Background: an optimization exercise with open tools, aiming at small area. Do not read the settings as production practice.
The RTL was checked by simulation tests, not by an equivalence proof against the original design.
Power is estimated from default activity; no workload was simulated.

==> flow/design.v <==
module VCR_SwArb(
    input clk, input reset,
    input [9:0] req,
    input [29:0] prio,
    input [9:0] rel,
    output [9:0] wg
);
  reg [3:0] ng;                  
  reg [9:0] pa0, pa1, pa2, pa3, pa4;
  wire [9:0] ngoh = 10'd1 << ng;
  wire lockedc = req[ng] & ~rel[ng];
  wire anyreq = |req;
  wire arb = anyreq & ~lockedc;
  wire [9:0] row = (|pa4) ? pa4 : (|pa3) ? pa3 : (|pa2) ? pa2 : (|pa1) ? pa1 : pa0;
  wire [10:0] sum0 = {1'b0, ~row} + {1'b0, ngoh[8:0], ngoh[9]};
  wire [9:0] sum1 = ~row + 10'd1;
  wire [9:0] win = (sum0[10] ? sum1 : sum0[9:0]) & row;
  assign wg = arb ? ((|win) ? win : ngoh) : (anyreq ? ngoh : 10'h200);
  reg [3:0] wgi;
  integer k;
  always @(*) begin
    wgi = 4'd0;
    for (k = 0; k < 10; k = k + 1) if (wg[k]) wgi = wgi | k[3:0];
  end
  always @(posedge clk) begin
    if (reset) begin
      ng <= 4'd9;
      pa0 <= 10'd0; pa1 <= 10'd0; pa2 <= 10'd0; pa3 <= 10'd0; pa4 <= 10'd0;
    end else begin
      if (anyreq) ng <= wgi;
      if (arb) for (k = 0; k < 10; k = k + 1) begin
        pa0[k] <= req[k] & (prio[3*k +: 3] == 3'd0);
        pa1[k] <= req[k] & (prio[3*k +: 3] == 3'd1);
        pa2[k] <= req[k] & (prio[3*k +: 3] == 3'd2);
        pa3[k] <= req[k] & (prio[3*k +: 3] == 3'd3);
        pa4[k] <= req[k] & (prio[3*k +: 3] == 3'd4);
      end
    end
  end
endmodule
module SimpleVCRouter_1(input clk, input reset,
    input [54:0] io_inChannels_4_flit_x,
    input  io_inChannels_4_flitValid,
    output io_inChannels_4_credit_1_grant,
    output io_inChannels_4_credit_0_grant,
    input [54:0] io_inChannels_3_flit_x,
    input  io_inChannels_3_flitValid,
    output io_inChannels_3_credit_1_grant,
    output io_inChannels_3_credit_0_grant,
    input [54:0] io_inChannels_2_flit_x,
    input  io_inChannels_2_flitValid,
    output io_inChannels_2_credit_1_grant,
    output io_inChannels_2_credit_0_grant,
    input [54:0] io_inChannels_1_flit_x,
    input  io_inChannels_1_flitValid,
    output io_inChannels_1_credit_1_grant,
    output io_inChannels_1_credit_0_grant,
    input [54:0] io_inChannels_0_flit_x,
    input  io_inChannels_0_flitValid,
    output io_inChannels_0_credit_1_grant,
    output io_inChannels_0_credit_0_grant,
    output[54:0] io_outChannels_4_flit_x,
    output io_outChannels_4_flitValid,
    input  io_outChannels_4_credit_1_grant,
    input  io_outChannels_4_credit_0_grant,
    output[54:0] io_outChannels_3_flit_x,
    output io_outChannels_3_flitValid,
    input  io_outChannels_3_credit_1_grant,
    input  io_outChannels_3_credit_0_grant,
    output[54:0] io_outChannels_2_flit_x,
    output io_outChannels_2_flitValid,
    input  io_outChannels_2_credit_1_grant,
    input  io_outChannels_2_credit_0_grant,
    output[54:0] io_outChannels_1_flit_x,
    output io_outChannels_1_flitValid,
    input  io_outChannels_1_credit_1_grant,
    input  io_outChannels_1_credit_0_grant,
    output[54:0] io_outChannels_0_flit_x,
    output io_outChannels_0_flitValid,
    input  io_outChannels_0_credit_1_grant,
    input  io_outChannels_0_credit_0_grant,
    output[31:0] io_counters_0_counterVal
);
  genvar gi, go;
  wire [55*5-1:0] inf = {io_inChannels_4_flit_x, io_inChannels_3_flit_x, io_inChannels_2_flit_x,
                         io_inChannels_1_flit_x, io_inChannels_0_flit_x};
  wire [4:0] inv = {io_inChannels_4_flitValid, io_inChannels_3_flitValid, io_inChannels_2_flitValid,
                    io_inChannels_1_flitValid, io_inChannels_0_flitValid};
  wire [7:0] ocred = {io_outChannels_3_credit_1_grant, io_outChannels_3_credit_0_grant,
                      io_outChannels_2_credit_1_grant, io_outChannels_2_credit_0_grant,
                      io_outChannels_1_credit_1_grant, io_outChannels_1_credit_0_grant,
                      io_outChannels_0_credit_1_grant, io_outChannels_0_credit_0_grant};
  reg rst_d;
  always @(posedge clk) rst_d <= reset;
  wire [9:0] QV, deq, T365, flitsTail, Rvc, Rrl, stge3, steq4;
  wire [19:0] Rroute;
  wire [29:0] Rprio;
  wire [54*10-1:0] QD;
  wire [39:0] wgs;             
  wire [7:0] C;                
  wire [7:0] Ostate2;          
  generate for (gi = 0; gi < 10; gi = gi + 1) begin : vc
    localparam P = gi / 2;
    localparam V = gi % 2;
    wire [54:0] f = inf[55*P +: 55];
    wire fvc = f[0] ? f[14] : f[37];
    wire fin = inv[P] & (fvc == V);
    reg [53:0] mem [0:15];
    reg [3:0] rd, wr;
    reg mf;
    wire pm = rd == wr;
    wire full = pm & mf;
    wire qv = ~(pm & ~mf);
    wire enq = fin & ~full;
    wire [15:0] rdoh = 16'd1 << rd;
    reg [53:0] qd;
    integer m;
    always @(*) begin
      qd = 54'd0;
      for (m = 0; m < 16; m = m + 1) qd = qd | (mem[m] & {54{rdoh[m]}});
    end
    wire [54:0] d = {qd[53:37], 1'b0, qd[36:0]};
    assign QD[54*gi +: 54] = qd;
    assign QV[gi] = qv;
    wire qh = d[0];
    wire qt = qh ? d[15] : d[38];
    reg [1:0] rf [0:15];
    reg [15:0] rfv;
    reg [3:0] rp, wp;
    wire [1:0] d0 = f[5:4];
    wire [1:0] xr = d0[1] ? 2'd1 : (d0[0] ? 2'd0 : 2'd2);
    wire [1:0] wroute = (xr != 2'd0) ? xr : ((f[7:6] != 2'd0) ? 2'd3 : f[9:8]);
    wire rfwe = fin & f[0] & ~rfv[wp];
    wire rv = (wp != rp) & (|rfv);
    wire [1:0] rr = rf[rp];
    reg [2:0] st;
    reg rvc, rdv, rrl;
    reg [1:0] rroute, vv;
    reg [2:0] rprio;
    reg [3:0] n;
    reg relq;
    assign Rvc[gi] = rvc;
    assign Rrl[gi] = rrl;
    assign Rroute[2*gi +: 2] = rroute;
    assign Rprio[3*gi +: 3] = rprio;
    assign stge3[gi] = st >= 3'd3;
    assign steq4[gi] = st == 3'd4;
    wire swg = wgs[10*rroute + gi];
    wire t365 = swg | (st == 3'd4);
    assign T365[gi] = t365;
    wire ca = C[2*rroute + rvc];
    wire dr = qh ? (rv & t365 & (st >= 3'd3) & ca) : (t365 & (st == 3'd4) & ca);
    wire dq = dr & qv;
    assign deq[gi] = dq;
    wire ft = qt & qv;
    assign flitsTail[gi] = ft;
    wire rinc = (st == 3'd4) & ft & ca;
    wire locked = (n[3:1] == {1'b0, vv}) & ~relq;
    wire [3:0] win = locked ? n : {1'b0, vv, (n == {1'b0, vv, 1'b0})};
    wire vcvalid = qv & (st >= 3'd2);
    integer k;
    always @(posedge clk) begin
      if (reset) begin
        rd <= 4'd0; wr <= 4'd0; mf <= 1'b0;
      end else begin
        if (dq) rd <= rd + 4'd1;
        if (enq) wr <= wr + 4'd1;
        if (enq != dq) mf <= enq;
      end
      if (enq) mem[wr] <= {f[54:38], f[36:0]};
      if (reset) begin
        rp <= 4'd0; wp <= 4'd0; rfv <= 16'd0;
        for (k = 0; k < 16; k = k + 1) rf[k] <= 2'd2;
      end else begin
        if (rfwe) begin wp <= wp + 4'd1; rf[wp] <= wroute; end
        if (rinc) rp <= rp + 4'd1;
        for (k = 0; k < 16; k = k + 1)
          if (rinc && rp == k) rfv[k] <= 1'b0;
          else if (rfwe && wp == k) rfv[k] <= 1'b1;
      end
      vv <= rr;
      n <= reset ? 4'd9 : win;
      relq <= ft & C[win[2:0]] & Ostate2[win[2:0]];
      if (reset) begin
        st <= 3'd0; rvc <= 1'b0; rdv <= 1'b0; rroute <= 2'd0; rprio <= 3'd0; rrl <= 1'b1;
      end else begin
        rdv <= qv;
        rroute <= rr;
        rrl <= rinc;
        if (qh & rv) rprio <= d[3:1];
        if ((st == 3'd2) & vcvalid) rvc <= win[0];
        case (st)
          3'd0: if (qv) st <= 3'd1;
          3'd1: if (rdv) st <= 3'd2;
          3'd2: if (vcvalid) st <= 3'd3;
          3'd3: if (swg) st <= 3'd4;
          3'd4: st <= ca ? (ft ? 3'd0 : 3'd4) : 3'd5;
          3'd5: if (ca) st <= 3'd4;
          default: ;
        endcase
      end
    end
  end endgenerate
  assign {io_inChannels_4_credit_1_grant, io_inChannels_4_credit_0_grant,
          io_inChannels_3_credit_1_grant, io_inChannels_3_credit_0_grant,
          io_inChannels_2_credit_1_grant, io_inChannels_2_credit_0_grant,
          io_inChannels_1_credit_1_grant, io_inChannels_1_credit_0_grant,
          io_inChannels_0_credit_1_grant, io_inChannels_0_credit_0_grant} = deq;
  assign io_counters_0_counterVal = {31'd0, T365[9]};
  wire [55*4-1:0] ofl;
  wire [3:0] ovl;
  generate for (go = 0; go < 4; go = go + 1) begin : op
    wire [9:0] req, rel, wg;
    integer k;
    genvar gk;
    for (gk = 0; gk < 10; gk = gk + 1) begin : rq
      assign req[gk] = ~rst_d & (Rroute[2*gk +: 2] == go) & stge3[gk];
      assign rel[gk] = Rrl[gk] & steq4[gk];
    end
    VCR_SwArb arb(.clk(clk), .reset(reset), .req(req), .prio(Rprio), .rel(rel), .wg(wg));
    assign wgs[10*go +: 10] = wg;
    wire [9:0] sel = wg & {10{~reset}};
    reg [53:0] sd;
    reg snv;
    reg vo;
    always @(*) begin
      sd = 54'd0; snv = 1'b0; vo = 1'b0;
      for (k = 0; k < 10; k = k + 1) begin
        sd = sd | (QD[54*k +: 54] & {54{sel[k]}});
        snv = snv | (Rvc[k] & sel[k]);
        vo = vo | ((Rroute[2*k +: 2] == go) & deq[k]);
      end
    end
    wire [54:0] dd = {sd[53:37], 1'b0, sd[36:0]};
    wire [54:0] nf = dd[0] ? {23'd0, dd[31:15], snv, dd[13:4], 3'd0, 1'b1}
                           : {dd[54:38], snv, dd[36:1], 1'b0};
    reg [54:0] oreg;
    reg vreg;
    always @(posedge clk) begin
      oreg <= nf;
      vreg <= vo;
    end
    assign ofl[55*go +: 55] = oreg;
    assign ovl[go] = vreg;
    reg [4:0] cc0, cc1;
    wire cons0 = vo & ~snv;
    wire cons1 = vo & snv;
    wire in0 = ocred[2*go];
    wire in1 = ocred[2*go+1];
    always @(posedge clk) begin
      if (reset) begin cc0 <= 5'd16; cc1 <= 5'd16; end
      else begin
        if (cc0 == 5'd16) cc0 <= cc0 - {4'd0, cons0};
        else if (cc0 > 5'd1) cc0 <= cc0 + {4'd0, in0} - {4'd0, cons0};
        else cc0 <= cc0 + {4'd0, in0};
        if (cc1 == 5'd16) cc1 <= cc1 - {4'd0, cons1};
        else if (cc1 > 5'd1) cc1 <= cc1 + {4'd0, in1} - {4'd0, cons1};
        else cc1 <= cc1 + {4'd0, in1};
      end
    end
    assign C[2*go] = cc0 > 5'd1;
    assign C[2*go+1] = cc1 > 5'd1;
    reg [1:0] os;
    wire oc = snv ? C[2*go+1] : C[2*go];
    always @(posedge clk) begin
      if (reset) os <= 2'd0;
      else case (os)
        2'd0: if (vo & oc) os <= 2'd1;
        2'd1: os <= 2'd2;
        2'd2: os <= (vo & oc) ? 2'd2 : (vo ? 2'd3 : 2'd0);
        2'd3: if (oc) os <= 2'd2;
      endcase
    end
    assign Ostate2[2*go] = os == 2'd2;
    assign Ostate2[2*go+1] = os == 2'd2;
  end endgenerate
  assign io_outChannels_0_flit_x = ofl[54:0];
  assign io_outChannels_1_flit_x = ofl[109:55];
  assign io_outChannels_2_flit_x = ofl[164:110];
  assign io_outChannels_3_flit_x = ofl[219:165];
  assign io_outChannels_4_flit_x = 55'd0;
  assign io_outChannels_0_flitValid = ovl[0];
  assign io_outChannels_1_flitValid = ovl[1];
  assign io_outChannels_2_flitValid = ovl[2];
  assign io_outChannels_3_flitValid = ovl[3];
  assign io_outChannels_4_flitValid = 1'b0;
endmodule
==> flow/run.sh <==
#!/bin/bash
# synth_recipe.tcl (not shown) runs the flow's synth.tcl, then flattens the netlist and writes it again
# the make line also repeats each setting of config.mk as NAME=value (left out here)
make -C /OpenROAD-flow-scripts/flow DESIGN_CONFIG=/design/flow/config.mk WORK_HOME=/design/flow/orfs CLKGATE_MAP_FILE= SYNTH_SCRIPT=/design/flow/synth_recipe.tcl finish
==> flow/config.mk <==
export PLATFORM = sky130hd
export DESIGN_NAME = SimpleVCRouter_1
export DESIGN_NICKNAME = SimpleVCRouter_1
export VERILOG_FILES = /design/flow/design.v
export SDC_FILE = /design/flow/constraint.sdc
export NUM_CORES = 8
export LEC_CHECK = 0
export CAP_MARGIN = 20
export CORE_MARGIN = 2
export CORE_UTILIZATION = 30
export PLACE_DENSITY = 0.5
export SLEW_MARGIN = 20
==> flow/constraint.sdc <==
create_clock -name core_clock -period 16.0 [get_ports {clk}]
set_input_delay 3.2000 -clock core_clock [delete_from_list [all_inputs] [get_ports {clk}]]
set_output_delay 3.2000 -clock core_clock [all_outputs]
set_load 0.01 [all_outputs]
==> impl_metrics.csv, run 1 <==
group,metric,value,unit
setup_path,crit_fanout,12,
pwr,power.density,123.3,mW/mm^2
timing,setup_viol,0,
die,ios,614,
timing,final.min_clock_period,13.51,ns
yosys,synthSimpleGateAreaFrac,6.078,%
timing,final_hold_viol_count,0,
placed_design,place_area,0.4251,mm^2
placed_design,pre_cts_ws,4.355,ns
yosys,ys.flop_type,"edfxtp_1",
drt,vias_per_cell,5.704,
timing,maxSlewViolCount,0,
die,dieArea,1.319,mm^2
layout,utilization,35.48,%
pwr,vdd_drop_max,89.90,uV
yosys,postSynth.asyncResetShare,0,%
setup_path,crit_cells,21,
drt,drtAntennaViolNets,0,
timing,fin_crit_sh,84.45,%
status,status,"finished clean",
yosys,synth_top_family_by_area,"compound AO/OA/AOI/OAI gates",
cts,cts.repair.resized,0,
drt,drtIter0Drc,40094,
setup_path,critical-path-top-delay-family,"compound AO/OA/AOI/OAI gates",
yosys,syn_inst,25087,
global_route,grt_pass1_wl,2229,mm
drt,drc,0,
worst_hold_path,hold_path.class,"reg2reg",
setup_path,path_cells,"nor4_1 -> nand3_1 -> a211oi_1 -> o21bai_1 -> inv_1 -> ha_1 -> inv_1 -> fa_1 -> nor2b_1 -> o2111ai_1 -> and3_1 -> nor2_1 -> nand3_1 -> o31ai_1 -> nor4b_4 -> a31oi_1 -> o221ai_1 -> nand4bb_1 -> o21ba_2 -> inv_2 -> clkdlybuf4s50_1",
yosys,ys_ff_latch,9999,
setup_path,timing.rr.start,"op[1].arb.pa3[3]",
yosys,muxShareOfSynthArea,4.124,%
yosys,synth.distinct_cells,123,
cts,path_clk_slew,0.06,ns
yosys,synth-xor-area-share,0.6064,%
setup_path,crit_arrival,10.31,ns
drt,avgRoutedWirePerCell,37.13,um
setup_path,criticalPathCategory,"reg2out",
setup_path,cp-endpoint,"io_inChannels_0_credit_0_grant",
layout,drive_gt1_share,17.40,%
die,die_w,1.148,mm
setup_path,slowest_stage,"clkdlybuf4s50_1",
setup_path,start_kind,"flop",
yosys,synth_edf_count,8960,
cts,cts_sinks,9999,
cts,hold_buffers,0,
die,start_util,30.07,%
cts,cts_tree,"yes",
global_route,grt_start_max_net_pins,158,
setup_path,endpoint_kind,"output port",
die,coreArea,1.306,mm^2
yosys,ys.warnings.count,2,
timing,fmax,74.01,MHz
setup_path,reg2reg_depth,29,
yosys,synthAdderAreaFrac,0.8867,%
global_route,first_global_vias,247526,
timing,fin_skew,0.1685,ns
pwr,p_total,0.05714,W
setup_path,worstPathBufferInverterCount,4,
timing,worst_pin_slew,1.456,ns
global_route,grt_overflow_total,0,
cts,post_cts_buffers,0,
cts,insertion_delay,1.27,ns
job,max-cap-violations,0,
layout,nets,26905,
die,row_count,420,
layout,design_area,0.4636,mm^2
cts,numCtsBuffers,1178,
timing,grt_setup_unrepaired,"false",
placed_design,port_buffers,524,
cts,clock_tree.root_cell,"clkbuf_16",
drt,first_pass_iters,14,
timing,max-slew-margin-rel,2.469,%
yosys,syn_area,0.3928,mm^2
drt,postRouteWirelength,1694,mm
setup_path,timing.rr.end,"op[1].cc0[4]",
placed_design,gp_congestion,0.9706,
cts,cts.path.max_buffers,6,
yosys,synth_area_per_cell,15.66,um^2
cts,htreeDepth,7,
setup_path,worst_ep_required_time,12.80,ns
setup_path,startpoint,"op[1].arb.pa3[3]",
yosys,synth-compound-area-share,12.47,%
setup_path,regToRegSetupSlack,5.40,ns
die,die_h,1.148,mm
layout,syn2layout_area_growth,18.00,%
yosys,yosysSeqAreaShare,73.79,%
pwr,leakagePower,144.7,nW
placed_design,dp_hpwl,1075,mm
timing,tns,0,ns
timing,fin_ws,2.489,ns
global_route,grt_util_all_layers,24.58,%
global_route,grt_antenna_before_repair,291,
drt,vias,260284,
setup_path,cpPeakStageDelay,0.90,ns
==> how the worst min path moves through the flow <==
stage	from	to	slack [ns]	depth (start not counted)
floorplan	op[2].arb.pa0[7]	op[2].arb.pa0[7]	0.45	2
global placement	op[0].os[0]	op[0].os[1]	0.47	1
detailed placement	op[1].arb.pa0[1]	op[1].arb.pa0[1]	0.48	2
CTS	vc[6].vv[1]	vc[6].n[2]	0.48	1
global route	vc[6].vv[1]	vc[6].n[2]	0.51	1
finish	op[1].arb.pa0[1]	op[1].arb.pa0[1]	0.49	2
==> layout by cell type, fill, tap and decap left out, types with 152 or more instances in the layout <==
master	netlist	routed
a22oi_1	2434	2434
a22o_1	610	610
clkinv_2	0	170
nor3_1	408	359
clkbuf_16	0	1197
a21oi_1	634	620
nand3_1	445	440
a221oi_1	1087	1086
a222oi_1	204	204
nand2_1	1045	1037
buf_4	89	1175
xor2_1	152	152
mux4_2	163	163
nor2_1	1330	1142
inv_1	266	265
mux2_2	1013	1013
clkbuf_1	1468	238
ha_1	272	254
nand4_1	594	594
edfxtp_1	8960	8960
clkinv_1	2	227
o21ai_0	336	335
dfxtp_1	1039	1029
clkdlybuf4s50_1	0	427
diode_2	0	1169
==> layer usage <==
layer,GRT usage (%),vias to the layer above,part of all wire [%]
met5,0.6025,-,0.074
met3,8.175,3384,11
met1,30.75,135979,39
li1,-,105866,-
met4,15.49,88,7.4
met2,36.59,14967,43
==> where the power goes <==
group | internal, W | leakage [nW] | switching (W)
Combinational | 0.000645 | 38.3 | 0.00225
Sequential | 0.0287 | 89.0 | 0.000157
Clock | 0.0148 | 17.4 | 0.0106
==> worst min-delay path, stage by stage, from the launching register on <==
cell and delay (ns):
dfxtp_1 0.32, a21oi_1 0.06, nor2_1 0.07
==> sequential cells by signal, indices dropped and copies added, names as in the netlist, 30 cells and up, named ones only <==
register / count
op.oreg: 220
vc.rp: 40
vc.rd: 40
vc.rfv: 160
op.arb.pa3: 40
vc.wp: 40
vc.n: 40
op.arb.pa2: 40
vc.rprio: 30
vc.mem: 8640
op.arb.pa4: 40
vc.st: 30
op.arb.pa0: 40
vc.rf: 320
op.arb.pa1: 40
vc.wr: 40
==> synth_stat cells, drive strengths merged (166+ instances only) <==
master	count	share of area [%]
a21oi	635	0.81
a221oi	1090	2.4
a222oi	204	0.52
a22o	610	1.4
a22oi	2434	4.7
a31oi	166	0.27
buf	299	0.38
clkbuf	1468	1.4
dfxtp	1039	5.3
edfxtp	8960	68
ha	272	0.87
inv	270	0.26
mux2	1013	2.9
nand2	1046	1.0
nand3	447	0.57
nand4	594	0.95
nor2	1330	1.3
nor3	412	0.53
o21ai	343	0.44
==> logic make-up after synthesis <==
group,count (synthesis)
adder cells (fa/ha/maj),276
multiplexers,1288
other,1
flip-flops,9999
XOR/XNOR,272
AND/OR/NAND/NOR,4826
AO/OA/AOI/OAI,6385
buffers and inverters,2040
==> area by class of cell <==
| cell class | instances | area, um^2 |
|---|---|---|
| Antenna cell | 1169 | 2925 |
| Clock buffer | 1479 | 31430 |
| Clock inverter | 523 | 4075 |
| Fill cell | 123824 | 842800 |
| Inverter | 273 | 1045 |
| Multi-Input combinational cell | 13134 | 97990 |
| Sequential cell | 9999 | 289900 |
| Tap cell | 17302 | 21650 |
| Timing Repair Buffer | 1751 | 14560 |
==> stage by stage <==
stage | instances | hold WS (ns)
after floorplan | 25173 | 0.4484
after global placement | 42420 | 0.4662
after detailed placement | 42441 | 0.4760
after CTS | 44443 | 0.4764
after global routing | 45320 | 0.5096
final | 45630 | 0.4857
==> inputs of run 2 (changes only) <==
--- a/flow/design.v
+++ b/flow/design.v
@@ -2,22 +2,31 @@
     input clk, input reset,
     input [9:0] req,
     input [29:0] prio,
-    input [9:0] rel,
     output [9:0] wg
 );
   reg [3:0] ng;                  
-  reg [9:0] pa0, pa1, pa2, pa3, pa4;
+  reg [2:0] pc [0:9];
   wire [9:0] ngoh = 10'd1 << ng;
-  wire lockedc = req[ng] & ~rel[ng];
+  wire lockedc = req[ng];
   wire anyreq = |req;
   wire arb = anyreq & ~lockedc;
+  reg [9:0] pa0, pa1, pa2, pa3, pa4;
+  integer k;
+  always @(*) begin
+    for (k = 0; k < 10; k = k + 1) begin
+      pa0[k] = pc[k] == 3'd1;
+      pa1[k] = pc[k] == 3'd2;
+      pa2[k] = pc[k] == 3'd3;
+      pa3[k] = pc[k] == 3'd4;
+      pa4[k] = pc[k] == 3'd5;
+    end
+  end
   wire [9:0] row = (|pa4) ? pa4 : (|pa3) ? pa3 : (|pa2) ? pa2 : (|pa1) ? pa1 : pa0;
   wire [10:0] sum0 = {1'b0, ~row} + {1'b0, ngoh[8:0], ngoh[9]};
   wire [9:0] sum1 = ~row + 10'd1;
   wire [9:0] win = (sum0[10] ? sum1 : sum0[9:0]) & row;
   assign wg = arb ? ((|win) ? win : ngoh) : (anyreq ? ngoh : 10'h200);
   reg [3:0] wgi;
-  integer k;
   always @(*) begin
     wgi = 4'd0;
     for (k = 0; k < 10; k = k + 1) if (wg[k]) wgi = wgi | k[3:0];
@@ -25,16 +34,11 @@
   always @(posedge clk) begin
     if (reset) begin
       ng <= 4'd9;
-      pa0 <= 10'd0; pa1 <= 10'd0; pa2 <= 10'd0; pa3 <= 10'd0; pa4 <= 10'd0;
+      for (k = 0; k < 10; k = k + 1) pc[k] <= 3'd0;
     end else begin
       if (anyreq) ng <= wgi;
-      if (arb) for (k = 0; k < 10; k = k + 1) begin
-        pa0[k] <= req[k] & (prio[3*k +: 3] == 3'd0);
-        pa1[k] <= req[k] & (prio[3*k +: 3] == 3'd1);
-        pa2[k] <= req[k] & (prio[3*k +: 3] == 3'd2);
-        pa3[k] <= req[k] & (prio[3*k +: 3] == 3'd3);
-        pa4[k] <= req[k] & (prio[3*k +: 3] == 3'd4);
-      end
+      if (arb) for (k = 0; k < 10; k = k + 1)
+        pc[k] <= (req[k] && prio[3*k +: 3] <= 3'd4) ? prio[3*k +: 3] + 3'd1 : 3'd0;
     end
   end
 endmodule
@@ -92,7 +96,7 @@
                       io_outChannels_0_credit_1_grant, io_outChannels_0_credit_0_grant};
   reg rst_d;
   always @(posedge clk) rst_d <= reset;
-  wire [9:0] QV, deq, T365, flitsTail, Rvc, Rrl, stge3, steq4;
+  wire [9:0] QV, deq, T365, flitsTail, Rvc, stge3;
   wire [19:0] Rroute;
   wire [29:0] Rprio;
   wire [54*10-1:0] QD;
@@ -134,17 +138,15 @@
     wire rv = (wp != rp) & (|rfv);
     wire [1:0] rr = rf[rp];
     reg [2:0] st;
-    reg rvc, rdv, rrl;
+    reg rvc, rdv;
     reg [1:0] rroute, vv;
     reg [2:0] rprio;
     reg [3:0] n;
     reg relq;
     assign Rvc[gi] = rvc;
-    assign Rrl[gi] = rrl;
     assign Rroute[2*gi +: 2] = rroute;
     assign Rprio[3*gi +: 3] = rprio;
     assign stge3[gi] = st >= 3'd3;
-    assign steq4[gi] = st == 3'd4;
     wire swg = wgs[10*rroute + gi];
     wire t365 = swg | (st == 3'd4);
     assign T365[gi] = t365;
@@ -182,11 +184,10 @@
       n <= reset ? 4'd9 : win;
       relq <= ft & C[win[2:0]] & Ostate2[win[2:0]];
       if (reset) begin
-        st <= 3'd0; rvc <= 1'b0; rdv <= 1'b0; rroute <= 2'd0; rprio <= 3'd0; rrl <= 1'b1;
+        st <= 3'd0; rvc <= 1'b0; rdv <= 1'b0; rroute <= 2'd0; rprio <= 3'd0;
       end else begin
         rdv <= qv;
         rroute <= rr;
-        rrl <= rinc;
         if (qh & rv) rprio <= d[3:1];
         if ((st == 3'd2) & vcvalid) rvc <= win[0];
         case (st)
@@ -210,14 +211,13 @@
   wire [55*4-1:0] ofl;
   wire [3:0] ovl;
   generate for (go = 0; go < 4; go = go + 1) begin : op
-    wire [9:0] req, rel, wg;
+    wire [9:0] req, wg;
     integer k;
     genvar gk;
     for (gk = 0; gk < 10; gk = gk + 1) begin : rq
       assign req[gk] = ~rst_d & (Rroute[2*gk +: 2] == go) & stge3[gk];
-      assign rel[gk] = Rrl[gk] & steq4[gk];
-    end
-    VCR_SwArb arb(.clk(clk), .reset(reset), .req(req), .prio(Rprio), .rel(rel), .wg(wg));
+    end
+    VCR_SwArb arb(.clk(clk), .reset(reset), .req(req), .prio(Rprio), .wg(wg));
     assign wgs[10*go +: 10] = wg;
     wire [9:0] sel = wg & {10{~reset}};
     reg [53:0] sd;
==> flow/flow/run.sh (new file) <==
#!/bin/bash
# Layout flow: the standard synthesis, then an area re-mapping of its combinational
# logic (registers untouched), then the standard layout steps from floorplan on,
# with the CTS run without dummy loads and the ports buffered with buf_1 cells.
set -euo pipefail
W=$(pwd)
R=$W/orfs/results/$FLOW_PLATFORM/SimpleVCRouter_1/base
bash standard.sh $R/1_2_yosys.v > $W/flow_synth.log 2>&1
cp $R/1_2_yosys.v $W/standard_synth.v
REMAP_LIB=$FLOW_HOME/platforms/$FLOW_PLATFORM/lib/sky130_fd_sc_hd__tt_025C_1v80.lib \
REMAP_TOP=$FLOW_TOP REMAP_IN=$W/standard_synth.v REMAP_OUT=$W/remapped.v \
REMAP_STAT=$W/remap_stat.txt \
  yosys -c $W/flow/remap.tcl > $W/flow_remap.log 2>&1
cp $W/remapped.v $R/1_2_yosys.v
rm -f $R/1_synth.odb $R/1_synth.sdc
bash standard.sh \
  "CTS_ARGS=-sink_clustering_enable -repair_clock_nets -sink_clustering_size 26 -sink_clustering_max_diameter 85 -dont_use_dummy_load" \
  "BUFFER_PORTS_ARGS=-buffer_cell sky130_fd_sc_hd__buf_1" \
  finish > $W/flow_layout.log 2>&1
==> flow/flow/remap.tcl (new file) <==
# Re-map the combinational logic of the standard synthesis netlist for area.
# Registers and tie cells stay as they are: same instances, names and cell types.
yosys -import
set lib $::env(REMAP_LIB)
set top $::env(REMAP_TOP)
read_liberty -ignore_miss_func $lib
read_verilog -defer $::env(REMAP_IN)
hierarchy -top $top
foreach m [split [string trim [tee -q -s result.string select -list-mod sky130_fd_sc_hd__*]] "\n"] {
  if {[regexp {^sky130_fd_sc_hd__(df|edf|sdf|dl|conb|sdl|dfb|dfr|dfs)} $m]} {
    setattr -mod -set keep_hierarchy 1 $m
  }
}
flatten
opt_clean -purge
set du {}
foreach c {sky130_fd_sc_hd__lpflow_bleeder_1 sky130_fd_sc_hd__lpflow_clkbufkapwr_1 sky130_fd_sc_hd__lpflow_clkbufkapwr_16 sky130_fd_sc_hd__lpflow_clkbufkapwr_2 sky130_fd_sc_hd__lpflow_clkbufkapwr_4 sky130_fd_sc_hd__lpflow_clkbufkapwr_8 sky130_fd_sc_hd__lpflow_clkinvkapwr_1 sky130_fd_sc_hd__lpflow_clkinvkapwr_16 sky130_fd_sc_hd__lpflow_clkinvkapwr_2 sky130_fd_sc_hd__lpflow_clkinvkapwr_4 sky130_fd_sc_hd__lpflow_clkinvkapwr_8 sky130_fd_sc_hd__lpflow_decapkapwr_12 sky130_fd_sc_hd__lpflow_decapkapwr_3 sky130_fd_sc_hd__lpflow_decapkapwr_4 sky130_fd_sc_hd__lpflow_decapkapwr_6 sky130_fd_sc_hd__lpflow_decapkapwr_8 sky130_fd_sc_hd__lpflow_inputiso0n_1 sky130_fd_sc_hd__lpflow_inputiso0p_1 sky130_fd_sc_hd__lpflow_inputiso1n_1 sky130_fd_sc_hd__lpflow_inputiso1p_1 sky130_fd_sc_hd__lpflow_inputisolatch_1 sky130_fd_sc_hd__lpflow_isobufsrc_1 sky130_fd_sc_hd__lpflow_isobufsrc_16 sky130_fd_sc_hd__lpflow_isobufsrc_2 sky130_fd_sc_hd__lpflow_isobufsrc_4 sky130_fd_sc_hd__lpflow_isobufsrc_8 sky130_fd_sc_hd__lpflow_isobufsrckapwr_16 sky130_fd_sc_hd__lpflow_lsbuf_lh_hl_isowell_tap_1 sky130_fd_sc_hd__lpflow_lsbuf_lh_hl_isowell_tap_2 sky130_fd_sc_hd__lpflow_lsbuf_lh_hl_isowell_tap_4 sky130_fd_sc_hd__lpflow_lsbuf_lh_isowell_4 sky130_fd_sc_hd__lpflow_lsbuf_lh_isowell_tap_1 sky130_fd_sc_hd__lpflow_lsbuf_lh_isowell_tap_2 sky130_fd_sc_hd__lpflow_lsbuf_lh_isowell_tap_4 sky130_fd_sc_hd__probe_p_8 sky130_fd_sc_hd__probec_p_8 } { lappend du -dont_use $c }
abc -liberty $lib {*}$du -D 16000
opt_clean -purge
hilomap -singleton -hicell sky130_fd_sc_hd__conb_1 HI -locell sky130_fd_sc_hd__conb_1 LO
splitnets
opt_clean -purge
tee -o $::env(REMAP_STAT) stat -liberty $lib $top
select $top
write_verilog -noattr -nohex -nodec -selected $::env(REMAP_OUT)
==> flow/standard.sh (new file) <==
#!/bin/bash
# synth_recipe.tcl (not shown) runs the flow's synth.tcl, then flattens the netlist and writes it again
# the make line also repeats each setting of config.mk as NAME=value (left out here)
make -C /OpenROAD-flow-scripts/flow DESIGN_CONFIG=/design/flow/config.mk WORK_HOME=/design/flow/orfs CLKGATE_MAP_FILE= SYNTH_SCRIPT=/design/flow/synth_recipe.tcl "${@:-finish}"
--- a/flow/config.mk
+++ b/flow/config.mk
@@ -7,6 +7,6 @@
 export LEC_CHECK = 0
 export CAP_MARGIN = 20
 export CORE_MARGIN = 2
-export CORE_UTILIZATION = 30
-export PLACE_DENSITY = 0.5
+export CORE_UTILIZATION = 40
+export PLACE_DENSITY = 0.55
 export SLEW_MARGIN = 20
removed: flow/run.sh
==> run 2 against run 1 <==
Net effect: still clean on timing, DRC and antenna; synthesized cell count decreased by 6.0%; largest power group unchanged; die area down 28%; maximum frequency fell by 6.7%; combinational power is 31% higher.
==> impl_metrics.csv, run 2 <==
group,metric,value,unit
global_route,grt_start_max_net_pins,114,
setup_path,cpPeakStageDelay,0.76,ns
die,dieArea,0.9474,mm^2
layout,syn2layout_area_growth,12.51,%
cts,clock_tree.root_cell,"clkbuf_16",
job,max-cap-violations,0,
layout,largest_registers,"vc.mem (8640), vc.rf (320), op.oreg (220)",
setup_path,reg2reg_depth,25,
timing,grt_setup_unrepaired,"false",
drt,avgRoutedWirePerCell,40.71,um
timing,setup_viol,0,
worst_hold_path,hold_depth,2,
setup_path,slowest_stage,"nor4_1",
global_route,grt_util_all_layers,32.50,%
die,ios,614,
layout,register_area,0.2881,mm^2
drt,drtAntennaViolNets,0,
layout,largest_register_ffs,8640,
drt,first_pass_iters,10,
layout,final_common_cell,"edfxtp_1",
drt,postRouteWirelength,1597,mm
layout,nets,26364,
pwr,swShare,24.73,%
placed_design,dp_hpwl,1021,mm
layout,multiInputGateArea,0.09106,mm^2
cts,cts_sinks,9909,
timing,worst_pin_slew,1.377,ns
drt,drc,0,
timing,maxSlewViolCount,0,
layout,design_area,0.4228,mm^2
status,status,"finished clean",
pwr,combPwrFrac,8.2,%
global_route,grt_overflow_total,0,
drt,drtIter0Drc,44601,
worst_hold_path,worstHoldStart,"vc[0].vv[1]",
placed_design,gp_congestion,0.9909,
timing,fmax,69.04,MHz
cts,path_clk_slew,0.10,ns
yosys,synth_area_per_cell,15.93,um^2
setup_path,critical-path-top-delay-family,"compound AO/OA/AOI/OAI gates",
global_route,grt_antenna_before_repair,277,
cts,post_cts_buffers,0,
worst_hold_path,hold_path.class,"reg2reg",
timing,fin_skew,0.2051,ns
timing,max-slew-margin-rel,8.048,%
die,row_count,356,
cts,numCtsBuffers,488,
drt,vias,256481,
layout,fillCellCount,82775,
timing,final_hold_viol_count,0,
die,die_w,973.3,um
setup_path,startpoint,"op[3].arb.pc[9][2]",
die,die_h,973.3,um
yosys,ys.warnings.count,3,
placed_design,place_area,0.4087,mm^2
setup_path,crit_fanout,8,
setup_path,criticalPathCategory,"reg2out",
yosys,syn_area,0.3758,mm^2
setup_path,start_kind,"flop",
layout,layout_common_cells,"edfxtp_1 (8960), nor2_1 (1614), nand2_1 (1434), buf_4 (1343), a222oi_1 (1255)",
cts,cts.path.max_buffers,5,
pwr,clockPowerShare,29.0,%
cts,cts_tree,"yes",
pwr,internal_power,0.03476,W
pwr,leakagePower,128.5,nW
timing,fin_crit_sh,90.52,%
setup_path,timing.rr.start,"op[3].arb.pc[9][2]",
setup_path,regToRegSetupSlack,4.43,ns
pwr,p_total,0.04619,W
setup_path,path_cells,"nand3b_1 -> nand2_1 -> or4_1 -> nor2_1 -> a211oi_1 -> o31ai_1 -> a221oi_1 -> o311ai_0 -> a311oi_1 -> o31a_1 -> o211ai_1 -> o21ai_0 -> o211a_1 -> or4_1 -> nor4_1 -> a32o_1 -> clkinv_1 -> nand3_1 -> a41oi_2 -> nor2_1 -> buf_1",
global_route,grt_pass1_wl,2117,mm
setup_path,crit_cells,21,
cts,insertion_delay,1.22,ns
yosys,syn_inst,23591,
pwr,power.density,109.2,mW/mm^2
setup_path,worst_ep_required_time,12.80,ns
setup_path,crit_arrival,11.28,ns
cts,cts.repair.resized,0,
setup_path,worstPathBufferInverterCount,2,
setup_path,endpoint_kind,"output port",
pwr,pwr-share-seq,62.8,%
timing,final.min_clock_period,14.48,ns
drt,vias_per_cell,6.538,
layout,top_register,"vc.mem",
pwr,vdd_drop_max,115.3,uV
placed_design,port_buffers,524,
cts,htreeDepth,5,
timing,fin_hold_ws,0.3900,ns
die,coreArea,0.9381,mm^2
pwr,p_sw,0.01142,W
die,start_util,40.07,%
cts,hold_buffers,0,
timing,tns,0,ns
layout,utilization,45.08,%
layout,drive_gt1_share,10.54,%
global_route,first_global_vias,239120,
run 2: per-layer routing:
metal	part of all wire [%]	vias to the layer above	wire (um)	GRT usage [%]
met5	0.028	-	442	0.03996
met4	7.0	64	111300	18.67
met3	13	2844	201300	10.19
met2	43	16673	681900	47.56
met1	38	133415	602000	42.87
li1	-	103485	-	-
run 2: path summary, 6_finish.rpt:
| check | to |
|---|---|
| setup / recovery | io_inChannels_2_credit_1_grant |
| setup reg to reg | op[1].cc1[4] |
| hold / removal | vc[0].n[2] |
| hold reg to reg | vc[0].n[2] |
run 2: power groups by stage:
| stage | combinational (W) | sequential (W) | clock (W) |
|---|---|---|---|
| final | 0.00379 | 0.0290 | 0.0134 |
| after global routing | 0.00384 | 0.0290 | 0.0142 |
| after CTS | 0.00361 | 0.0290 | 0.0135 |
| after detailed placement | 0.00359 | 0.0295 | 0 |
| after global placement | 0.00358 | 0.0295 | 0 |
| after floorplan | 0.00122 | 0.0293 | 0 |
run 2: area by class of cell:
class	count	share of cell area, %
sequential	9909	68.13
multi-input combinational	13415	21.54
tap	12530	3.708
timing repair buffer	1905	3.048
clock buffer	488	2.888
antenna	631	0.3734
inverter	353	0.3151
run 2: stage by stage:
stage / cells / setup WS [ns]
floorplan: 23677 / 1.400
global placement: 38091 / 2.521
detailed placement: 38099 / 2.911
CTS: 38587 / 1.657
global route: 39061 / 1.147
finish: 39231 / 1.516
run 2: worst register-to-register path: cells and delay by family, from the launching register on:
| kind | cells | cell delay [ns] |
|---|---|---|
| compound gates | 14 | 6.07 |
| simple gates | 8 | 3.88 |
| buf+inv | 1 | 0.64 |
| flops | 1 | 0.45 |
| mux | 1 | 0.29 |
| xor+xnor | 1 | 0.09 |
==> inputs of run 3 (changes only) <==
--- a/flow/design.v
+++ b/flow/design.v
@@ -1,7 +1,7 @@
 module VCR_SwArb(
     input clk, input reset,
     input [9:0] req,
-    input [29:0] prio,
+    input [29:0] prio,             
     output [9:0] wg
 );
   reg [3:0] ng;                  
@@ -22,9 +22,10 @@
     end
   end
   wire [9:0] row = (|pa4) ? pa4 : (|pa3) ? pa3 : (|pa2) ? pa2 : (|pa1) ? pa1 : pa0;
-  wire [10:0] sum0 = {1'b0, ~row} + {1'b0, ngoh[8:0], ngoh[9]};
-  wire [9:0] sum1 = ~row + 10'd1;
-  wire [9:0] win = (sum0[10] ? sum1 : sum0[9:0]) & row;
+  wire [9:0] above = ~((ngoh << 1) - 10'd1) & ~ngoh;
+  wire [9:0] hi = row & above;
+  wire [9:0] src = (|hi) ? hi : row;
+  wire [9:0] win = src & (~src + 10'd1);
   assign wg = arb ? ((|win) ? win : ngoh) : (anyreq ? ngoh : 10'h200);
   reg [3:0] wgi;
   always @(*) begin
@@ -38,7 +39,7 @@
     end else begin
       if (anyreq) ng <= wgi;
       if (arb) for (k = 0; k < 10; k = k + 1)
-        pc[k] <= (req[k] && prio[3*k +: 3] <= 3'd4) ? prio[3*k +: 3] + 3'd1 : 3'd0;
+        pc[k] <= req[k] ? prio[3*k +: 3] : 3'd0;
     end
   end
 endmodule
@@ -94,8 +95,6 @@
                       io_outChannels_2_credit_1_grant, io_outChannels_2_credit_0_grant,
                       io_outChannels_1_credit_1_grant, io_outChannels_1_credit_0_grant,
                       io_outChannels_0_credit_1_grant, io_outChannels_0_credit_0_grant};
-  reg rst_d;
-  always @(posedge clk) rst_d <= reset;
   wire [9:0] QV, deq, T365, flitsTail, Rvc, stge3;
   wire [19:0] Rroute;
   wire [29:0] Rprio;
@@ -139,7 +138,7 @@
     wire [1:0] rr = rf[rp];
     reg [2:0] st;
     reg rvc, rdv;
-    reg [1:0] rroute, vv;
+    reg [1:0] rroute;
     reg [2:0] rprio;
     reg [3:0] n;
     reg relq;
@@ -157,6 +156,7 @@
     wire ft = qt & qv;
     assign flitsTail[gi] = ft;
     wire rinc = (st == 3'd4) & ft & ca;
+    wire [1:0] vv = rroute;
     wire locked = (n[3:1] == {1'b0, vv}) & ~relq;
     wire [3:0] win = locked ? n : {1'b0, vv, (n == {1'b0, vv, 1'b0})};
     wire vcvalid = qv & (st >= 3'd2);
@@ -180,15 +180,14 @@
           if (rinc && rp == k) rfv[k] <= 1'b0;
           else if (rfwe && wp == k) rfv[k] <= 1'b1;
       end
-      vv <= rr;
       n <= reset ? 4'd9 : win;
+      rdv <= qv;
+      rroute <= rr;
       relq <= ft & C[win[2:0]] & Ostate2[win[2:0]];
       if (reset) begin
-        st <= 3'd0; rvc <= 1'b0; rdv <= 1'b0; rroute <= 2'd0; rprio <= 3'd0;
+        st <= 3'd0; rvc <= 1'b0; rprio <= 3'd1;
       end else begin
-        rdv <= qv;
-        rroute <= rr;
-        if (qh & rv) rprio <= d[3:1];
+        if (qh & rv) rprio <= (d[3:1] <= 3'd4) ? d[3:1] + 3'd1 : 3'd0;
         if ((st == 3'd2) & vcvalid) rvc <= win[0];
         case (st)
           3'd0: if (qv) st <= 3'd1;
@@ -215,7 +214,7 @@
     integer k;
     genvar gk;
     for (gk = 0; gk < 10; gk = gk + 1) begin : rq
-      assign req[gk] = ~rst_d & (Rroute[2*gk +: 2] == go) & stge3[gk];
+      assign req[gk] = (Rroute[2*gk +: 2] == go) & stge3[gk];
     end
     VCR_SwArb arb(.clk(clk), .reset(reset), .req(req), .prio(Rprio), .wg(wg));
     assign wgs[10*go +: 10] = wg;
==> flow/flow/run.sh (replaced) <==
#!/bin/bash
# Layout flow: the standard synthesis, then an area re-mapping of its combinational
# logic (registers untouched, ABC with deep synthesis), then the standard layout steps from floorplan on,
# with the CTS run without dummy loads and the ports buffered with buf_1 cells.
set -euo pipefail
W=$(pwd)
R=$W/orfs/results/$FLOW_PLATFORM/SimpleVCRouter_1/base
bash standard.sh $R/1_2_yosys.v > $W/flow_synth.log 2>&1
cp $R/1_2_yosys.v $W/standard_synth.v
REMAP_LIB=$FLOW_HOME/platforms/$FLOW_PLATFORM/lib/sky130_fd_sc_hd__tt_025C_1v80.lib \
REMAP_TOP=$FLOW_TOP REMAP_IN=$W/standard_synth.v REMAP_OUT=$W/remapped.v \
REMAP_STAT=$W/remap_stat.txt REMAP_ABC=$W/flow/remap.abc \
  yosys -c $W/flow/remap.tcl > $W/flow_remap.log 2>&1
cp $W/remapped.v $R/1_2_yosys.v
rm -f $R/1_synth.odb $R/1_synth.sdc
bash standard.sh \
  "CTS_ARGS=-sink_clustering_enable -repair_clock_nets -sink_clustering_size 28 -sink_clustering_max_diameter 95 -dont_use_dummy_load" \
  "BUFFER_PORTS_ARGS=-buffer_cell sky130_fd_sc_hd__buf_1" \
  finish > $W/flow_layout.log 2>&1
==> flow/flow/remap.abc (new file) <==
strash; &get -n; &deepsyn -T 120; &put; dch -f; &get -n; &nf -R 1000 {D}; &put
--- a/flow/flow/remap.tcl
+++ b/flow/flow/remap.tcl
@@ -15,7 +15,7 @@
 opt_clean -purge
 set du {}
 foreach c {sky130_fd_sc_hd__lpflow_bleeder_1 sky130_fd_sc_hd__lpflow_clkbufkapwr_1 sky130_fd_sc_hd__lpflow_clkbufkapwr_16 sky130_fd_sc_hd__lpflow_clkbufkapwr_2 sky130_fd_sc_hd__lpflow_clkbufkapwr_4 sky130_fd_sc_hd__lpflow_clkbufkapwr_8 sky130_fd_sc_hd__lpflow_clkinvkapwr_1 sky130_fd_sc_hd__lpflow_clkinvkapwr_16 sky130_fd_sc_hd__lpflow_clkinvkapwr_2 sky130_fd_sc_hd__lpflow_clkinvkapwr_4 sky130_fd_sc_hd__lpflow_clkinvkapwr_8 sky130_fd_sc_hd__lpflow_decapkapwr_12 sky130_fd_sc_hd__lpflow_decapkapwr_3 sky130_fd_sc_hd__lpflow_decapkapwr_4 sky130_fd_sc_hd__lpflow_decapkapwr_6 sky130_fd_sc_hd__lpflow_decapkapwr_8 sky130_fd_sc_hd__lpflow_inputiso0n_1 sky130_fd_sc_hd__lpflow_inputiso0p_1 sky130_fd_sc_hd__lpflow_inputiso1n_1 sky130_fd_sc_hd__lpflow_inputiso1p_1 sky130_fd_sc_hd__lpflow_inputisolatch_1 sky130_fd_sc_hd__lpflow_isobufsrc_1 sky130_fd_sc_hd__lpflow_isobufsrc_16 sky130_fd_sc_hd__lpflow_isobufsrc_2 sky130_fd_sc_hd__lpflow_isobufsrc_4 sky130_fd_sc_hd__lpflow_isobufsrc_8 sky130_fd_sc_hd__lpflow_isobufsrckapwr_16 sky130_fd_sc_hd__lpflow_lsbuf_lh_hl_isowell_tap_1 sky130_fd_sc_hd__lpflow_lsbuf_lh_hl_isowell_tap_2 sky130_fd_sc_hd__lpflow_lsbuf_lh_hl_isowell_tap_4 sky130_fd_sc_hd__lpflow_lsbuf_lh_isowell_4 sky130_fd_sc_hd__lpflow_lsbuf_lh_isowell_tap_1 sky130_fd_sc_hd__lpflow_lsbuf_lh_isowell_tap_2 sky130_fd_sc_hd__lpflow_lsbuf_lh_isowell_tap_4 sky130_fd_sc_hd__probe_p_8 sky130_fd_sc_hd__probec_p_8 } { lappend du -dont_use $c }
-abc -liberty $lib {*}$du -D 16000
+abc -liberty $lib {*}$du -D 16000 -script $::env(REMAP_ABC)
 opt_clean -purge
 hilomap -singleton -hicell sky130_fd_sc_hd__conb_1 HI -locell sky130_fd_sc_hd__conb_1 LO
 splitnets
--- a/flow/config.mk
+++ b/flow/config.mk
@@ -7,6 +7,6 @@
 export LEC_CHECK = 0
 export CAP_MARGIN = 20
 export CORE_MARGIN = 2
-export CORE_UTILIZATION = 40
-export PLACE_DENSITY = 0.55
+export CORE_UTILIZATION = 45
+export PLACE_DENSITY = 0.65
 export SLEW_MARGIN = 20
==> run 3 against run 2 <==
Net effect: count of clock-buffer cells in the layout shrank 75; largest power group unchanged; highest routed layer unchanged; die area decreased by 13%; sequential power fell by 1%; maximum frequency grew 23%; global-route usage grew 1.2 points; non-clock buffer count shrank 202; via count down 2.8%; still clean; clock skew rose by 0.036 ns; critical path depth increased by 3; routed wire length fell by 9.9%; first-iteration DRC count decreased by 0.29%; synthesized area down 2.4%.
==> impl_metrics.csv, run 3 <==
group,metric,value,unit
die,coreArea,0.8121,mm^2
setup_path,worst_ep_required_time,12.80,ns
timing,setup_viol,0,
cts,clock_tree.root_cell,"clkbuf_16",
timing,grt_setup_unrepaired,"false",
timing,final.min_clock_period,11.80,ns
setup_path,cpPeakStageDelay,0.75,ns
cts,post_cts_buffers,0,
cts,numCtsBuffers,413,
placed_design,gp_congestion,1.021,
drt,avgRoutedWirePerCell,40.45,um
cts,hold_buffers,0,
global_route,first_global_vias,229256,
cts,cts.repair.resized,0,
cts,cts_tree,"yes",
die,row_count,331,
timing,final_hold_viol_count,0,
timing,fin_skew,0.2413,ns
layout,top_register,"vc.mem",
layout,layout_common_cells,"edfxtp_1 (8960), a22oi_1 (3007), nor2_1 (1481), buf_4 (1132), dfxtp_1 (887)",
pwr,leakagePower,124.5,nW
die,dieArea,0.8221,mm^2
layout,drive_gt1_share,9.089,%
placed_design,port_buffers,524,
setup_path,start_kind,"flop",
timing,fmax,84.75,MHz
timing,tns,0,ns
pwr,vdd_drop_max,118.7,uV
yosys,syn_inst,22387,
layout,fillCellCount,67077,
yosys,ys.warnings.count,3,
cts,cts_sinks,9848,
status,status,"finished clean",
layout,final_common_cell,"edfxtp_1",
setup_path,crit_fanout,9,
timing,max-slew-margin-rel,6.076,%
timing,worst_pin_slew,1.404,ns
pwr,power.density,107.7,mW/mm^2
setup_path,endpoint_kind,"output port",
drt,drtIter0Drc,44472,
yosys,syn_area,0.3667,mm^2
timing,fin_ws,4.201,ns
global_route,grt_overflow_total,0,
setup_path,criticalPathCategory,"reg2out",
global_route,grt_util_all_layers,33.71,%
global_route,grt_start_max_net_pins,99,
setup_path,cp_common_cell,"o21ai_0",
drt,vias,249239,
drt,postRouteWirelength,1439,mm
layout,largest_registers,"vc.mem (8640), vc.rf (320), op.oreg (220)",
layout,largest_register_ffs,8640,
die,die_h,906.7,um
drt,first_pass_iters,20,
die,start_util,45.15,%
global_route,grt_pass1_wl,1929,mm
yosys,synth_area_per_cell,16.38,um^2
layout,nets,24883,
timing,fin_crit_sh,73.74,%
setup_path,slowest_stage,"o41ai_1",
layout,syn2layout_area_growth,10.61,%
setup_path,crit_arrival,8.60,ns
die,ios,614,
cts,htreeDepth,5,
drt,drc,0,
drt,drtAntennaViolNets,0,
cts,insertion_delay,1.23,ns
setup_path,path_cells,"nor2b_1 -> a2111oi_0 -> nand2_1 -> nor4_1 -> a21boi_0 -> buf_4 -> a21oi_1 -> o31ai_1 -> nor2_1 -> clkinv_1 -> a2bb2oi_1 -> nor2_1 -> and2_0 -> o21ai_0 -> o21ai_0 -> o41ai_1 -> nand2_1 -> or2_0 -> o22ai_1 -> and2_0 -> o21ai_0 -> and3_1 -> o21ai_2 -> buf_1",
job,max-cap-violations,0,
layout,multiInputGateArea,0.08258,mm^2
placed_design,pre_cts_ws,5.490,ns
timing,maxSlewViolCount,0,
worst_hold_path,hold_path.class,"reg2reg",
cts,cts.path.max_buffers,4,
cts,path_clk_slew,0.11,ns
layout,register_area,0.2868,mm^2
die,die_w,906.7,um
drt,vias_per_cell,7.006,
global_route,grt_antenna_before_repair,194,
placed_design,dp_hpwl,882.1,mm
[run 3: final timing paths]
check | start | end | slack (ns) | depth (start not counted)
setup / recovery | op[3].arb.pc[0][1] | io_inChannels_2_credit_0_grant | 4.20 | 24
hold / removal | op[2].os[1] | op[2].os[0] | 0.49 | 2
setup reg to reg | op[2].arb.pc[1][1] | op[1].cc0[3] | 6.99 | 33
hold reg to reg | op[2].os[1] | op[2].os[0] | 0.49 | 2
[run 3: through the flow]
stage               power (W)  instance area (um^2)  hold WS [ns]  util [%]  cells
finish                0.04367                405600        0.4887     49.94  35573
detailed placement    0.03183                394300        0.4672     48.55  34978
floorplan             0.03005                367000        0.4433         -  22473
global route          0.04445                405300        0.5134     49.90  35457
global placement      0.03178                394000        0.4614     48.51  34956
CTS                   0.04341                404700        0.4853     49.83  35391
[run 3: cell type report]
| class | instances | area share (%) |
|---|---|---|
| flip-flops and latches | 9848 | 70.72 |
| multi-input cells | 12482 | 20.36 |
| well taps | 10822 | 3.339 |
| inverters | 143 | 0.1342 |
| diodes | 162 | 0.09995 |
| repair buffers | 1703 | 2.794 |
| clock buffers | 413 | 2.548 |
[run 3: critical path, delay by kind of cell, from the launching register on]
| kind | cells | cell delay, ns |
|---|---|---|
| simple gates | 10 | 2.07 |
| flops | 1 | 0.35 |
| buf+inv | 3 | 0.86 |
| compound gates | 11 | 4.25 |
[run 3: power by group]
group | internal (W) | switching [W] | total (W)
registers | 0.0283 | 0.000310 | 0.0286
clock network | 0.00462 | 0.00758 | 0.0122
logic | 0.000639 | 0.00219 | 0.00283
total | 0.0336 | 0.0101 | 0.0437
[run 3: per-layer routing]
metal | GRT usage, % | vias up | wire, um
li1 | - | 98567 | -
met1 | 43.06 | 127087 | 498700
met2 | 48.48 | 19744 | 602300
met3 | 12.92 | 3759 | 219900
met4 | 21.08 | 82 | 116900
met5 | 0.3702 | - | 1154

## static timing again, ports no longer ideal
In the flow no input, the clock included, has a driving cell. The finished layouts below were timed again as built, in two steps. Step 1, drivers: a clkbuf_16 drives clk and a buf_2 each remaining input, both assumed. Step 2 also shifts input and output timing later by t, the mid clock arrival at the registers, as if the neighbouring blocks saw the same clock. Slacks: ideal / step 1 / step 2; pairs: ideal / step 1.
| run | t (ns) | slack for setup (ns) | latest minus earliest clock arrival (ns) |
|---|---|---|---|
| run 1 | 1.382 | 2.489 / 2.312 / 3.695 | 0.214 / 0.215 |
| run 2 | 1.276 | 1.516 / 1.357 / 2.634 | 0.218 / 0.217 |
| run 3 | 1.241 | 4.201 / 4.041 / 5.282 | 0.292 / 0.292 |
After both steps every run listed still meets setup and hold.
